Source: an optimization exercise on an open RTL-to-GDS flow (aim: small area, a short achievable clock period and few clock cycles). Production flows keep margins and buffers that such runs may drop.
The RTL was checked by simulation tests, not by an equivalence proof against the original design.

$ cat flow/config.mk
export PLATFORM = sky130hd
export DESIGN_NAME = VCU
export DESIGN_NICKNAME = VCU
export VERILOG_FILES = /design/flow/design.v
export SDC_FILE = /design/flow/constraint.sdc
export NUM_CORES = 4
export LEC_CHECK = 0
export CAP_MARGIN = 20
export CORE_MARGIN = 2
export CORE_UTILIZATION = 40
export PLACE_DENSITY = 0.6
export SLEW_MARGIN = 20
$ cat flow/constraint.sdc
create_clock -name core_clock -period 10.0 [get_ports {clk}]
set_input_delay 2.0000 -clock core_clock [delete_from_list [all_inputs] [get_ports {clk}]]
set_output_delay 2.0000 -clock core_clock [all_outputs]
set_load 0.01 [all_outputs]
$ cat flow/design.v
`timescale 1ns / 1ps
module PE (
    input  [15:0] one, two, neg,           
    input  [31:0] a,                       
    output [3:0][31:0] rows                
);
  wire [31:0] pp [0:16];
  wire [31:0] negrow;
  genvar i;
  generate for (i = 0; i < 16; i = i + 1) begin : g_pp
    wire [31:0] mag = ({32{one[i]}} & a) | ({32{two[i]}} & {a[30:0], 1'b0});
    assign pp[i] = ({32{neg[i]}} ^ mag) << (2 * i);
    assign negrow[2*i]   = neg[i];
    assign negrow[2*i+1] = 1'b0;
  end endgenerate
  assign pp[16] = negrow;
  wire [31:0] l1 [0:11];
  wire [31:0] l2 [0:7];
  wire [31:0] l3 [0:5];
  generate for (i = 0; i < 5; i = i + 1) begin : g_l1
  assign l1[2*i] = (pp[3*i]) ^ (pp[3*i+1]) ^ (pp[3*i+2]); 
  assign l1[2*i+1] = (((pp[3*i]) & (pp[3*i+1])) | ((pp[3*i]) & (pp[3*i+2])) | ((pp[3*i+1]) & (pp[3*i+2]))) << 1;
  end endgenerate
  assign l1[10] = pp[15];
  assign l1[11] = pp[16];
  generate for (i = 0; i < 4; i = i + 1) begin : g_l2
  assign l2[2*i] = (l1[3*i]) ^ (l1[3*i+1]) ^ (l1[3*i+2]); 
  assign l2[2*i+1] = (((l1[3*i]) & (l1[3*i+1])) | ((l1[3*i]) & (l1[3*i+2])) | ((l1[3*i+1]) & (l1[3*i+2]))) << 1;
  end endgenerate
  generate for (i = 0; i < 2; i = i + 1) begin : g_l3
  assign l3[2*i] = (l2[3*i]) ^ (l2[3*i+1]) ^ (l2[3*i+2]); 
  assign l3[2*i+1] = (((l2[3*i]) & (l2[3*i+1])) | ((l2[3*i]) & (l2[3*i+2])) | ((l2[3*i+1]) & (l2[3*i+2]))) << 1;
  end endgenerate
  assign l3[4] = l2[6];
  assign l3[5] = l2[7];
  assign rows[0] = (l3[0]) ^ (l3[1]) ^ (l3[2]); 
  assign rows[1] = (((l3[0]) & (l3[1])) | ((l3[0]) & (l3[2])) | ((l3[1]) & (l3[2]))) << 1;
  assign rows[2] = (l3[3]) ^ (l3[4]) ^ (l3[5]); 
  assign rows[3] = (((l3[3]) & (l3[4])) | ((l3[3]) & (l3[5])) | ((l3[4]) & (l3[5]))) << 1;
endmodule
`timescale 1ns / 1ps
module VCU#(
    parameter NoOfElem = 4,
    parameter wordSize = 32,
    parameter memDepthC = 32,
    localparam memDepth = memDepthC - 2,
    localparam insSpace = 8  
)
(
    input clk,
    input RESET,
    input memWRTDone,
    input [wordSize - 1:0] BRAMdataIn,  
    output logic [wordSize-1: 0] BRAMDataOut,  
    output logic [memDepth-1+2:0]BRAMaddrByte,
    output logic [3:0]BRAMWREN,
    output logic BRAMENMEM,
    output logic done
);
    logic        mwd_r;      
    logic        run;        
    logic        k_term, k_ldrf, k_ldrow, k_mul, k_as, k_jmp;
    logic [23:0] fld;        
    logic [5:0]  nk;         
    logic [23:0] nfld;
    logic [6:0]  cnt;        
    logic [3:0]  ph;         
    logic [29:0] pc;
    logic [29:0] addr;       
    logic        we;         
    logic        rf_valid;   
    logic [3:0]  wcnt;       
    logic [2:0]  ldp;        
    logic        sa_acc, sa_x, sa_xinv, sa_cin;   
    logic [31:0] inreg;      
    logic [31:0] dout;       
    logic [15:0] d_one, d_two, d_neg;    
    logic [3:0][31:0] s1;    
    logic [31:0] accA, accB, accC, accD;
    logic [15:0][31:0] rf;   
    assign BRAMaddrByte = {addr, 2'b00};
    assign BRAMWREN = {4{we}};
    assign BRAMENMEM = 1'b1;
    assign BRAMDataOut = dout;
    wire [7:0] iop = inreg[31:24];
    wire [5:0] in_k = {iop == 8'h01, iop == 8'h04, iop == 8'h08,
                       iop == 8'h0c, iop == 8'h0f, iop == 8'h10};
    wire k_nop = !(k_term || k_ldrf || k_ldrow || k_mul || k_as || k_jmp);
    wire [1:0] op = fld[23:22];
    wire [10:0] fr = fld[21:11];
    wire [10:0] fw = fld[10:0];
    wire stall = (cnt == 7'd0) && ((k_mul && ph[1:0] != 2'd0) || (k_as && ph[1:0] != 2'd2));
    wire last = run && ((k_ldrf && cnt == 7'd17) || (k_ldrow && cnt == 7'd4) ||
                        (k_mul && cnt == 7'd69) || (k_as && cnt == 7'd35) ||
                        ((k_nop || k_jmp) && cnt == 7'd3));
    wire [6:0] mu = cnt - 7'd18;
    wire mul_wr = k_mul && ((cnt >= 7'd18 && cnt <= 7'd54 &&
                             (mu[3:0] == 4'd0 || mu[3:0] == 4'd1 || mu[3:0] == 4'd3 || mu[3:0] == 4'd4)) ||
                            cnt >= 7'd66);
    wire mul_selB = k_mul && cnt <= 7'd54 && (mu[3:0] == 4'd3 || mu[3:0] == 4'd4);
    wire mul_rd = k_mul && !stall && (cnt[1:0] == 2'd0) && (cnt <= 7'd60);
    wire as_rd = k_as && !stall && (cnt <= 7'd3 || (cnt >= 7'd8 && cnt <= 7'd11) ||
                 (cnt >= 7'd20 && cnt <= 7'd23) || (cnt >= 7'd28 && cnt <= 7'd31));
    wire as_wr = k_as && ((cnt >= 7'd4 && cnt <= 7'd7) || (cnt >= 7'd12 && cnt <= 7'd15) ||
                 (cnt >= 7'd24 && cnt <= 7'd27) || (cnt >= 7'd32 && cnt <= 7'd35));
    wire ldrf_rd = k_ldrf && (cnt >= 7'd1) && (cnt <= 7'd16);
    wire ldrow_rd = k_ldrow && (cnt >= 7'd1) && (cnt <= 7'd4);
    wire fetch = run && !stall &&
                 ((cnt == 7'd0 && (k_nop || k_jmp || k_ldrf || k_ldrow)) ||
                  (cnt == 7'd1 && k_mul) || (cnt == 7'd16 && k_as));
    wire nload = ((k_ldrf || k_ldrow) && cnt == 7'd3) || (k_mul && cnt == 7'd4) ||
                 (k_as && cnt == 7'd19);
    wire wr = run && (mul_wr || as_wr);
    wire [3:0] e_p3 = ph + 4'd3;
    wire [3:0] e_p2 = ph + 4'd2;
    wire [3:0] e_m2 = ph - 4'd2;
    wire [1:0] jj = ph[3:2] + 2'd1;
    logic [29:0] base;
    logic [5:0]  off;
    always_comb begin
        base = run ? pc : 30'd0;
        off = 6'd0;
        if (run) begin
            if (ldrf_rd) begin
                base = {6'd0, fld};
                off = {e_p3[3:2], 2'b00, e_p3[1:0]};
            end else if (ldrow_rd) begin
                base = {6'd0, fld};
                off = {4'd0, cnt[1:0] - 2'd1};
            end else if (mul_rd) begin
                base = {19'd0, fr};
                off = {cnt[5:4], 2'b00, ~jj};
            end else if (as_rd) begin
                base = {19'd0, fr};
                off = {e_p2[3:2], 2'b00, e_p2[1:0]};
            end else if (mul_wr) begin
                base = {19'd0, fw};
                off = {wcnt[3:2], 2'b00, wcnt[1:0]};
            end else if (as_wr) begin
                base = {19'd0, fw};
                off = {e_m2[3:2], 2'b00, e_m2[1:0]};
            end else if (k_jmp) begin
                base = {20'd0, fld[9:0]};
            end
        end
    end
    always_ff @(posedge clk or negedge RESET) begin
        if (!RESET) begin
            mwd_r <= 1'b0;
            run <= 1'b0;
            done <= 1'b0;
            {k_term, k_ldrf, k_ldrow, k_mul, k_as, k_jmp} <= 6'd0;
            ph <= 4'd0;
            addr <= 30'd0;
            we <= 1'b0;
            rf_valid <= 1'b0;
        end else begin
            mwd_r <= memWRTDone;
            ph <= ph + 4'd1;
            addr <= base + {24'd0, off};
            we <= wr;
            if (!run) begin
                if (!done && mwd_r) begin
                    run <= 1'b1;
                    {k_term, k_ldrf, k_ldrow, k_mul, k_as, k_jmp} <= 6'd0;
                end
            end else begin
                if (k_term) begin
                    done <= 1'b1;
                    run <= 1'b0;
                end
                if (k_ldrf && cnt == 7'd0)
                    rf_valid <= 1'b1;
                if (last)
                    {k_term, k_ldrf, k_ldrow, k_mul, k_as, k_jmp} <= (k_nop || k_jmp) ? in_k : nk;
            end
        end
    end
    always_ff @(posedge clk) begin
        ldp <= {ldp[1:0], run && ldrf_rd};
        dout <= mul_selB ? accB : accA;
        if (!run) begin
            cnt <= 7'd3;
            pc <= 30'd1;
        end else begin
            if (fetch)
                pc <= base + 30'd1;
            if (nload) begin
                nk <= in_k;
                nfld <= inreg[23:0];
            end
            if (mul_wr)
                wcnt <= wcnt + 4'd1;
            if (last) begin
                cnt <= 7'd0;
                wcnt <= 4'd0;
                fld <= (k_nop || k_jmp) ? inreg[23:0] : nfld;
            end else if (!stall) begin
                cnt <= cnt + 7'd1;
            end
        end
    end
    wire dig_mul = k_mul && (cnt[1:0] == 2'd3) && (cnt <= 7'd63);
    wire dig_as  = k_as && (cnt == 7'd0);
    logic [15:0] e_one, e_two, e_neg;
    wire [32:0] bx = {inreg, 1'b0};
    genvar gi;
    generate for (gi = 0; gi < 16; gi = gi + 1) begin : g_enc
        assign e_one[gi] = bx[2*gi+1] ^ bx[2*gi];
        assign e_two[gi] = (bx[2*gi+2] & ~bx[2*gi+1] & ~bx[2*gi]) |
                           (~bx[2*gi+2] & bx[2*gi+1] & bx[2*gi]);
        assign e_neg[gi] = bx[2*gi+2] & ~(bx[2*gi+1] & bx[2*gi]);
    end endgenerate
    always_ff @(posedge clk) begin
        if (dig_mul) begin
            d_one <= rf_valid ? e_one : 16'd0;
            d_two <= rf_valid ? e_two : 16'd0;
            d_neg <= rf_valid ? e_neg : 16'd0;
        end else if (dig_as) begin
            d_one <= {15'd0, rf_valid};
            d_two <= 16'd0;
            d_neg <= {15'd0, op == 2'd1 || op == 2'd2};
        end
    end
    logic [3:0][31:0] s1_d;
    PE pe (.one(d_one), .two(d_two), .neg(d_neg), .a(rf[0]), .rows(s1_d));
    wire [6:0] v = cnt - 7'd4;
    always_ff @(posedge clk) begin
        s1 <= s1_d;
        sa_acc <= k_mul && (v[3:2] != 2'd0);
        sa_x <= k_as;
        sa_xinv <= op[0];
        sa_cin <= k_as && op[0];
    end
    wire [31:0] acc_in = ({32{sa_acc}} & accD) | ({32{sa_x}} & (inreg ^ {32{sa_xinv}}));
    wire [31:0] t1s = s1[0] ^ s1[1] ^ s1[2];
    wire [31:0] t1c = ((s1[0] & s1[1]) | (s1[0] & s1[2]) | (s1[1] & s1[2])) << 1;
    wire [31:0] t2s = t1s ^ t1c ^ s1[3];
    wire [31:0] t2c = ((t1s & t1c) | (t1s & s1[3]) | (t1c & s1[3])) << 1;
    wire [31:0] t3s = t2s ^ t2c ^ acc_in;
    wire [31:0] t3m = (t2s & t2c) | (t2s & acc_in) | (t2c & acc_in);
    wire [31:0] t3c = {t3m[30:0], sa_cin};
    wire [31:0] s2out = t3s + t3c;
    always_ff @(posedge clk) begin
        inreg <= BRAMdataIn;
        accA <= s2out;
        accB <= accA;
        accC <= accB;
        accD <= accC;
        for (int i = 0; i < 15; i = i + 1)
            rf[i] <= rf[i + 1];
        rf[15] <= ldp[2] ? inreg : rf[0];
    end
endmodule
$ cat flow/run.sh
#!/bin/bash
# synth_recipe.tcl (not shown) runs the flow's synth.tcl, then flattens the netlist and writes it again
# the make line also repeats each setting of config.mk as NAME=value (left out here)
make -C /OpenROAD-flow-scripts/flow DESIGN_CONFIG=/design/flow/config.mk WORK_HOME=/design/flow/orfs CLKGATE_MAP_FILE= SYNTH_SCRIPT=/design/flow/synth_recipe.tcl finish
==> results.txt <==
[stage by stage]
| step | hold WS, ns | area, um^2 | cells |
|---|---|---|---|
| 2_1_floorplan | 0.310 | 40300 | 3314 |
| 3_5_place_dp | 0.312 | 42400 | 4542 |
| 5_1_grt | 0.321 | 45600 | 4714 |
| 3_3_place_gp | 0.310 | 42400 | 4542 |
| 4_1_cts | 0.310 | 45600 | 4714 |
| 6_report | 0.302 | 45600 | 4716 |
[worst register-to-register path: stages (launching register included)]
cell       delay [ns]
dfxtp_2          0.31
buf_4            0.48
xor2_1           0.18
a22o_1           0.22
ha_1             0.29
ha_1             0.23
fa_1             0.49
a211oi_1         0.38
o21ai_0          0.19
and3_1           0.23
a221o_1          0.38
a2111oi_0        1.00
nor4_1           0.23
o221ai_1         0.41
o2111ai_1        0.19
a21oi_1          0.22
xnor2_1          0.13
[synth_stat cells (all sizes together), types with 4 or more instances]
master / n
or3: 14
nand3: 57
and2: 15
o31a: 5
nor3b: 20
a211oi: 13
edfxtp: 106
nor2: 99
a21oi: 72
o21a: 8
a32o: 6
nand2: 133
o221ai: 4
nand3b: 5
inv: 187
o211ai: 14
fa: 227
ha: 145
mux2i: 7
nor4: 10
a21o: 18
a31oi: 13
or3b: 4
nor2b: 14
nor3: 24
dfxtp: 837
xor2: 214
dfrtp: 45
a22o: 35
xnor2: 208
a311oi: 6
a22oi: 262
o21ai: 48
buf: 73
clkbuf: 150
a211o: 5
o2111ai: 6
nand2b: 11
mux2: 89
and4: 6
and3: 30
nand4: 14
[layer usage]
layer | up-vias | part of all wire (%) | GRT usage (%)
met5 | - | 0 | 0
met4 | 0 | 2.8 | 6.27
met3 | 192 | 6.6 | 2.86
met2 | 911 | 44 | 28.5
met1 | 12347 | 47 | 28.4
li1 | 11314 | - | -
[report_power, final]
group	internal, W	switching, W
combinational	0.00374	0.00493
sequential	0.00536	0.000626
clock	0.00206	0.00153
[kinds of logic (layout without fill, tap and decap cells)]
logic type	count (synthesis)	in the layout	synth area share, %
flops	988	988	52.3
compound gates	553	553	10.0
simple gates	470	470	6.03
xor+xnor	422	422	9.17
buf+inv	410	512	4.02
fa+ha+maj	372	372	15.8
mux	96	96	2.66
other cells	2	5	0.0186
[worst min-delay path by stage]
stage / start / to / slack, ns / cells after the start
detailed placement: rf[259]$_DFF_P_ / rf[227]$_DFF_P_ / 0.31 / 0
floorplan: accC[0]$_DFF_P_ / accD[0]$_DFF_P_ / 0.31 / 0
finish: accC[24]$_DFF_P_ / accD[24]$_DFF_P_ / 0.30 / 0
global placement: rf[438]$_DFF_P_ / rf[406]$_DFF_P_ / 0.31 / 0
CTS: rf[226]$_DFF_P_ / rf[194]$_DFF_P_ / 0.31 / 0
global route: rf[477]$_DFF_P_ / rf[445]$_DFF_P_ / 0.32 / 0
[cell type report]
type	instances	area [um^2]
sequential	988	21100
fill	9090	54400
timing repair buffer	153	1400
clock buffer	123	2560
antenna	2	5.00
inverter	187	702
multi-input combinational	1916	17600
clock inverter	49	598
tap	1298	1620
[registers in the layout, indices dropped and copies added (netlist names), 7 cells and up]
register,count
accA,32
accB,32
accC,32
accD,32
addr,30
cnt,7
d_neg,16
d_one,16
d_two,16
dout,32
fld,24
inreg,32
nfld,24
pc,30
rf,512
s1,89
==> impl_metrics.tcl <==
set metrics [dict create \
    critPathMaxStageDelay_ns 1.00 \
    cp_slowest_cell "a2111oi_0" \
    final_nets 3746 \
    r2r_cells 16 \
    post-dp-hpwl_um 66700 \
    drt_iter0_markers 2357 \
    holdBufCountCts 0 \
    grt_pass1_vias 24785 \
    ant_nets 0 \
    crit_cells 16 \
    die_w_um 321 \
    post-place-ws_ns 4.51 \
    vias 24764 \
    synth_seq_cells 988 \
    holdCritPathClass "register to register" \
    utilization_pct 45.6 \
    yosysWarnings 2 \
    die_area_um2 103000 \
    viasPerCell 5.25 \
    clk_pin_slew_ns 0.07 \
    p_per_area_nw_per_um2 400 \
    synth_top_area_share_pct 41.6 \
    r2r_start "sa_xinv$_DFF_P_" \
    drtPass1Iterations 5 \
    areaGrowthSynthToFinish_pct 13.2 \
    relSlewSlack_pct 19.8 \
    drc_errors 0 \
    die_h_um 321 \
    hold_viol_final 0 \
    cp_top_family "compound AO/OA/AOI/OAI gates" \
    max_cap_violations 0 \
    grt_remaining_overflow 0 \
    grtUsageTotal_pct 19.1 \
    path_buf_inv 1 \
    crit_fanout 32 \
    finalSetupViolations 0 \
    worst_setup_path_start_kind "register" \
    synth_area_leaders "dfxtp_1 42%, fa_1 11%, edfxtp_1 7.9%" \
    post-route-min-period_ns 5.62 \
    synth_area_um2 40300 \
    rsz0062_at_grt "false" \
    crit_chain "buf_4, xor2_1, a22o_1, ha_1, ha_1, fa_1, a211oi_1, o21ai_0, and3_1, a221o_1, a2111oi_0, nor4_1, o221ai_1, o2111ai_1, a21oi_1, xnor2_1" \
    grt_pass1_wl_um 151000 \
    fmax_ghz 0.178 \
    path_class "register to register" \
    r2r_end "accA[30]$_DFF_P_" \
    ys_seq_area_share_pct 52.3 \
    post_cts_resize_count 0 \
    p_total_w 0.0182 \
    fin_ws_ns 4.38 \
    num_io_pins 105 \
    fin_crit_sh_pct 56.2 \
    start_util_pct 40.3 \
    r2r_slack_ns 4.38 \
    peakVddDrop_mv 0.268 \
    wl_per_cell_um 20.9 \
    netlist_instances 3313 \
    antenna_found_initial 1 \
    crit_top_cell "ha_1" \
    startpoint "sa_xinv$_DFF_P_" \
    totalWireLength_um 98600 \
    synth_cell_types 96 \
    drv_slew 0 \
    cts_buffers 93 \
    power_leakage_nw 17.9 \
    fin_tns_setup_ns 0 \
    synth_edf_count 106 \
    ctsRootBufferMaster "clkbuf_16" \
    core_area_um2 100000 \
    synth.avg_cell_area_um2 12.2 \
    clk_latency_ns 0.67 \
    endpoint_kind "register" \
    rows 116 \
    cts_tree "built" \
    port-buffer-count 101 \
    cts_max_path_buffers 3 \
    arrival_ns 6.22 \
    outcome "finished clean" \
    gp_congestion 0.893 \
    worst_slew_pin_slew_ns 1.17 \
    cp.required_ns 10.60 \
    htreeDepth 3 \
    drive_above_1_share_pct 9.72 \
    cts_sinks 988 \
    worst_clock_skew_ns 0.0326 \
    critical_path.endpoint "accA[30]$_DFF_P_" \
    synth_area_leader_cell "dfxtp_1" \
    grt_max_degree 74 \
    synth_ff_type "dfxtp_1" \
    post-cts-setup-buffers 0 \
    mostFrequentLayoutCell "dfxtp_1" \
    async_reset_ff_share_pct 4.55 \
    final_cell_mix "832 x dfxtp_1, 260 x a22oi_1, 227 x fa_1, 214 x xor2_1, 208 x xnor2_1" \
]
Testbench counts, summed over its fixed seeds: cycles 42,819.

-- static timing again, ports no longer ideal --
No port has a modelled driver above. Below, the same layout with a new extraction and two added sets of constraints.
Step 1 sets driving cells, clkbuf_16 on the clock port and buf_2 on the other inputs (assumed; they add their load-dependent delay and slew).
Step 2 also shifts input and output timing later by t, the mid clock arrival at the registers, as if the neighbouring blocks saw the same clock.
Slacks: no drivers / after step 1 / after step 2; pairs: no drivers / after step 1.
t (ns): 0.724
setup slack, ns: 4.383 / 4.383 / 4.383
latest minus earliest clock arrival (ns): 0.033 / 0.033
slew at the worst register clock pin (ns): 0.08 / 0.08
pins driven straight from the clock port: 1
After both steps this run still meets setup and hold. For this run, drivers alone change the setup slack by 0.000 ns; drivers and shift together by 0.000 ns.
